Background: an optimization exercise with open tools, aiming at small area and few clock cycles. Do not read the settings as production practice. The RTL was checked by simulation tests, not by an equivalence proof against the original design. Power and IR drop assume default switching activity.

## rv32i_cpu
module rv32i_cpu(
  input clk,
  input reset,
  output [31:0] imem_addr,
  input [31:0] imem_rdata,
  output mem_we,
  output [31:0] mem_addr,
  output [31:0] mem_wdata,
  output [3:0] mem_wmask,
  input [31:0] mem_rdata,
  output [31:0] pc_debug
);
Size in the first run: roughly 1100 flip-flops.
Settings: LEC_CHECK=0, ABC_AREA=1, CAP_MARGIN=20, CELL_PAD_IN_SITES_DETAIL_PLACEMENT=2, CELL_PAD_IN_SITES_GLOBAL_PLACEMENT=2, CORE_MARGIN=2, CORE_UTILIZATION=30, PLACE_DENSITY=0.45, SLEW_MARGIN=20, SYNTH_HIERARCHICAL=1; clock period 14.0 ns.
standard.sh (not shown) runs the stock make flow with config.mk's settings and CLKGATE_MAP_FILE= SYNTH_SCRIPT=/design/flow/synth_recipe.tcl, a recipe that flattens the netlist after the stock synthesis.
==> flow/flow/run.sh <==
#!/bin/bash
# Standard ORFS layout, except that the combinational logic is mapped with an
# ABC script that recovers more area, and the port buffers use a plain buffer cell.
# Register names and cell types are checked against the standard synthesis.
set -uo pipefail
HERE=$(pwd)
R=$HERE/orfs/results/$FLOW_PLATFORM/rv32i_cpu/base

# 1. standard synthesis (reference for the register check)
bash standard.sh synth > log_synth_standard.txt 2>&1 || exit 1
cp $R/1_2_yosys.v std_1_2_yosys.v
mkdir -p std_synth; cp $R/1_* std_synth/ 2>/dev/null
cp orfs/reports/$FLOW_PLATFORM/rv32i_cpu/base/synth_stat.txt std_synth_stat.txt 2>/dev/null

# 2. the same synthesis with another ABC script
sed "s|log_cmd abc {\*}\$abc_args|log_cmd abc -script $HERE/flow/area.abc {*}[lrange \$abc_args 2 end]|" \
  $FLOW_HOME/scripts/synth.tcl > my_synth.tcl
grep -q "flow/area.abc" my_synth.tcl || { echo "abc line not found"; exit 1; }
sed "s|source \$::env(SCRIPTS_DIR)/synth.tcl|source $HERE/my_synth.tcl|" synth_recipe.tcl > my_synth_recipe.tcl
grep -q "my_synth.tcl" my_synth_recipe.tcl || { echo "source line not found"; exit 1; }
rm -f $R/1_2_yosys.v $R/1_2_yosys.sdc $R/1_synth.odb $R/1_synth.sdc
bash standard.sh SYNTH_SCRIPT=$HERE/my_synth_recipe.tcl synth > log_synth_area.txt 2>&1
ok=$?
if [ $ok -eq 0 ] && python3 flow/regs.py std_1_2_yosys.v $R/1_2_yosys.v area_1_2_yosys.v > log_regcheck.txt 2>&1; then
  cp area_1_2_yosys.v $R/1_2_yosys.v
  rm -f $R/1_synth.odb $R/1_synth.sdc
  bash standard.sh synth > log_synth_odb.txt 2>&1
  ok=$?
fi
if [ $ok -eq 0 ] && python3 flow/regs.py std_1_2_yosys.v $R/1_2_yosys.v /dev/null >> log_regcheck.txt 2>&1; then
  echo "using area synthesis" | tee -a log_regcheck.txt
else
  echo "falling back to standard synthesis" | tee -a log_regcheck.txt
  rm -f $R/1_synth.odb $R/1_synth.sdc
  cp std_synth/1_* $R/
fi

# 3. the rest of the standard flow, with plain port buffers
# and a clock tree with larger sink clusters, without dummy loads
# and global placement's repair buffering with buf_2 only
bash standard.sh "BUFFER_PORTS_ARGS=-buffer_cell sky130_fd_sc_hd__buf_2" \
  "PRE_GLOBAL_PLACE_TCL=$HERE/flow/gpl_buffers.tcl" \
  "CTS_ARGS=-sink_clustering_enable -repair_clock_nets -dont_use_dummy_load -buf_list {sky130_fd_sc_hd__clkbuf_16} -sink_clustering_size 25 -sink_clustering_max_diameter 120" \
  finish > log_finish.txt 2>&1
Other scripts of this flow, unchanged in this note and not shown: flow/flow/area.abc, flow/flow/gpl_buffers.tcl, flow/flow/regs.py
Testbench counts at the start, summed over its fixed seeds: cycles 43,101.
Next try:
CORE_UTILIZATION = 42   (was 30)
PLACE_DENSITY = 0.6   (was 0.45)
=> Setup slack loses 230 ps; global-route usage came out higher by 10 points; via count came out higher by 3.7%; routed wire length came out lower by 8.1%; sequential share of layout area came out higher by 0.85 points; die area came out lower by 28%; sequential power stays flat; fmax came out lower by 1.7%; flip-flop and latch count stays the same.

== run 1 ==
rv32i_cpu, a different RTL version from the one above (not shown whole).
Size: ~4900 cells after synthesis.
clock: 14.0 ns
lec_check: 0
abc_area: 1
cap_margin: 20
cell_pad_in_sites_detail_placement: 2
cell_pad_in_sites_global_placement: 2
core_margin: 2
core_utilization: 30
place_density: 0.45
slew_margin: 20
synth_hierarchical: 1
==> flow/flow/run.sh <==
#!/bin/bash
# Standard ORFS layout, except that the combinational logic is mapped with an
# ABC script that recovers more area, and the port buffers use a plain buffer cell.
# Register names and cell types are checked against the standard synthesis.
set -uo pipefail
HERE=$(pwd)
R=$HERE/orfs/results/$FLOW_PLATFORM/rv32i_cpu/base

# 1. standard synthesis (reference for the register check)
bash standard.sh synth > log_synth_standard.txt 2>&1 || exit 1
cp $R/1_2_yosys.v std_1_2_yosys.v
mkdir -p std_synth; cp $R/1_* std_synth/ 2>/dev/null
cp orfs/reports/$FLOW_PLATFORM/rv32i_cpu/base/synth_stat.txt std_synth_stat.txt 2>/dev/null

# 2. the same synthesis with another ABC script
sed "s|log_cmd abc {\*}\$abc_args|log_cmd abc -script $HERE/flow/area.abc {*}[lrange \$abc_args 2 end]|" \
  $FLOW_HOME/scripts/synth.tcl > my_synth.tcl
grep -q "flow/area.abc" my_synth.tcl || { echo "abc line not found"; exit 1; }
sed "s|source \$::env(SCRIPTS_DIR)/synth.tcl|source $HERE/my_synth.tcl|" synth_recipe.tcl > my_synth_recipe.tcl
grep -q "my_synth.tcl" my_synth_recipe.tcl || { echo "source line not found"; exit 1; }
rm -f $R/1_2_yosys.v $R/1_2_yosys.sdc $R/1_synth.odb $R/1_synth.sdc
bash standard.sh SYNTH_SCRIPT=$HERE/my_synth_recipe.tcl synth > log_synth_area.txt 2>&1
ok=$?
if [ $ok -eq 0 ] && python3 flow/regs.py std_1_2_yosys.v $R/1_2_yosys.v area_1_2_yosys.v > log_regcheck.txt 2>&1; then
  cp area_1_2_yosys.v $R/1_2_yosys.v
  rm -f $R/1_synth.odb $R/1_synth.sdc
  bash standard.sh synth > log_synth_odb.txt 2>&1
  ok=$?
fi
if [ $ok -eq 0 ] && python3 flow/regs.py std_1_2_yosys.v $R/1_2_yosys.v /dev/null >> log_regcheck.txt 2>&1; then
  echo "using area synthesis" | tee -a log_regcheck.txt
else
  echo "falling back to standard synthesis" | tee -a log_regcheck.txt
  rm -f $R/1_synth.odb $R/1_synth.sdc
  cp std_synth/1_* $R/
fi

# 3. the rest of the standard flow, with plain port buffers
# and a clock tree with larger sink clusters, without dummy loads
bash standard.sh "BUFFER_PORTS_ARGS=-buffer_cell sky130_fd_sc_hd__buf_2" \
  "CTS_ARGS=-sink_clustering_enable -repair_clock_nets -dont_use_dummy_load -buf_list {sky130_fd_sc_hd__clkbuf_16} -sink_clustering_size 25 -sink_clustering_max_diameter 120" \
  finish > log_finish.txt 2>&1
Other scripts of this flow, unchanged in this note and not shown: flow/flow/area.abc, flow/flow/regs.py
Testbench counts of run 1, summed over its fixed seeds: cycles 43,101.
Input-level comparison between run 2 and run 1:
# run 1
export LEC_CHECK = 0
export ABC_AREA = 1
export CAP_MARGIN = 20
export CELL_PAD_IN_SITES_DETAIL_PLACEMENT = 2
export CELL_PAD_IN_SITES_GLOBAL_PLACEMENT = 2
export CORE_MARGIN = 2
export CORE_UTILIZATION = 30
export PLACE_DENSITY = 0.45
export SLEW_MARGIN = 20
export SYNTH_HIERARCHICAL = 1
create_clock -name core_clock -period 14.0 [get_ports {clk}]
# run 2
export LEC_CHECK = 0
export ABC_AREA = 1
export CAP_MARGIN = 20
export CELL_PAD_IN_SITES_DETAIL_PLACEMENT = 2
export CELL_PAD_IN_SITES_GLOBAL_PLACEMENT = 2
export CORE_MARGIN = 2
export CORE_UTILIZATION = 42
export PLACE_DENSITY = 0.6
export SLEW_MARGIN = 20
export SYNTH_HIERARCHICAL = 1
create_clock -name core_clock -period 14.0 [get_ports {clk}]
Summary of run 2 over run 1: area of the core went down 29%; worst hold slack flat; first-iteration DRC count saw an increase; clock skew has decreased. Looking at sequential share of layout area, run 2 sits 1.1 points above run 1. [compare] base=run 1 new=run 2: total number of sequential cells shows no meaningful change; fraction of layout instances using a drive strength above 1 saw a decrease; wire length fell 41 mm.

rv32i_cpu, a different RTL version from the one above (not shown whole).
For scale: about 1100 flip-flops, ~200 I/O pins.
clock: 14.0 ns
lec_check: 0
abc_area: 1
cap_margin: 20
cell_pad_in_sites_detail_placement: 2
cell_pad_in_sites_global_placement: 2
core_margin: 2
core_utilization: 46
place_density: 0.64
slew_margin: 20
synth_hierarchical: 1
==> flow/flow/run.sh <==
#!/bin/bash
# Standard ORFS layout, except that the combinational logic is mapped with an
# ABC script that recovers more area, and the port buffers use a plain buffer cell.
# Register names and cell types are checked against the standard synthesis.
set -uo pipefail
HERE=$(pwd)
R=$HERE/orfs/results/$FLOW_PLATFORM/rv32i_cpu/base

# 1. standard synthesis (reference for the register check)
bash standard.sh synth > log_synth_standard.txt 2>&1 || exit 1
cp $R/1_2_yosys.v std_1_2_yosys.v
mkdir -p std_synth; cp $R/1_* std_synth/ 2>/dev/null
cp orfs/reports/$FLOW_PLATFORM/rv32i_cpu/base/synth_stat.txt std_synth_stat.txt 2>/dev/null

# 2. the same synthesis with another ABC script
sed "s|log_cmd abc {\*}\$abc_args|log_cmd abc -script $HERE/flow/area.abc {*}[lrange \$abc_args 2 end]|" \
  $FLOW_HOME/scripts/synth.tcl > my_synth.tcl
grep -q "flow/area.abc" my_synth.tcl || { echo "abc line not found"; exit 1; }
sed "s|source \$::env(SCRIPTS_DIR)/synth.tcl|source $HERE/my_synth.tcl|" synth_recipe.tcl > my_synth_recipe.tcl
grep -q "my_synth.tcl" my_synth_recipe.tcl || { echo "source line not found"; exit 1; }
rm -f $R/1_2_yosys.v $R/1_2_yosys.sdc $R/1_synth.odb $R/1_synth.sdc
bash standard.sh SYNTH_SCRIPT=$HERE/my_synth_recipe.tcl synth > log_synth_area.txt 2>&1
ok=$?
if [ $ok -eq 0 ] && python3 flow/regs.py std_1_2_yosys.v $R/1_2_yosys.v area_1_2_yosys.v > log_regcheck.txt 2>&1; then
  cp area_1_2_yosys.v $R/1_2_yosys.v
  rm -f $R/1_synth.odb $R/1_synth.sdc
  bash standard.sh synth > log_synth_odb.txt 2>&1
  ok=$?
fi
if [ $ok -eq 0 ] && python3 flow/regs.py std_1_2_yosys.v $R/1_2_yosys.v /dev/null >> log_regcheck.txt 2>&1; then
  echo "using area synthesis" | tee -a log_regcheck.txt
else
  echo "falling back to standard synthesis" | tee -a log_regcheck.txt
  rm -f $R/1_synth.odb $R/1_synth.sdc
  cp std_synth/1_* $R/
fi

# 3. the rest of the standard flow, with plain port buffers
# and a clock tree with larger sink clusters, without dummy loads
# and global placement's repair buffering with buf_2 only
bash standard.sh "BUFFER_PORTS_ARGS=-buffer_cell sky130_fd_sc_hd__buf_2" \
  "PRE_GLOBAL_PLACE_TCL=$HERE/flow/gpl_buffers.tcl" \
  "CTS_ARGS=-sink_clustering_enable -repair_clock_nets -dont_use_dummy_load -buf_list {sky130_fd_sc_hd__clkbuf_16} -sink_clustering_size 25 -sink_clustering_max_diameter 120" \
  finish > log_finish.txt 2>&1
Other scripts of this flow, unchanged in this note and not shown: flow/flow/area.abc, flow/flow/gpl_buffers.tcl, flow/flow/regs.py
The starting point finished but fails on negative setup slack.
Testbench counts at the start, summed over its fixed seeds: cycles 43,101.
Then changed:
- CORE_UTILIZATION: 46 -> 42
- PLACE_DENSITY: 0.64 -> 0.6
Effect:
- The changed run produced a clean layout
- utilization drops by 4.1 points
- worst setup slack is better by 0.71 ns
- synthesized cell count is unchanged
- die area went up by 9.4%
- cell area grows by 0.57%
- clock skew came out higher by 0.047 ns
- area after synthesis is unchanged
- power is lower by 1.6%
- count of clock-buffer cells in the layout does not change
- hold slack is about the same

==> what the ideal ports hide <==
No port has a modelled driver above. Below, the same layouts with a new extraction and two added sets of constraints.
Step 1, drivers: a clkbuf_16 drives clk and a buf_2 each remaining input, both assumed.
Step 2, shift: input delay + t, output delay - t, t = (earliest + latest rising clock arrival at the registers) / 2. This alone moves slack from input paths to output paths.
Three values: ideal ports, drivers, drivers and shift; two values: the first two.
| run | shift t [ns] | setup slack, ns | clock arrival spread, ns | worst data-port slew with drivers (ns) |
|---|---|---|---|---|
| the first run of note 1 | 0.773 | 0.577 / 0.536 / 0.536 | 0.104 / 0.105 | 0.05 |
| the second run of note 1 | 0.768 | 0.349 / 0.320 / 0.320 | 0.105 / 0.105 | 0.05 |
| run 1 | 0.779 | 0.890 / 0.867 / 0.867 | 0.096 / 0.097 | 0.06 |
| run 2 | 0.770 | 0.729 / 0.694 / 0.694 | 0.081 / 0.081 | 0.07 |
| the first run of note 3 | 0.802 | -0.253 / -0.279 / -0.279 | 0.093 / 0.093 | 0.07 |
| the second run of note 3 | 0.762 | 0.460 / 0.434 / 0.434 | 0.140 / 0.141 | 0.05 |
The setup slack of the first run of note 1, which loses most, moves by -0.041 ns with the drivers and by -0.041 ns with both steps.
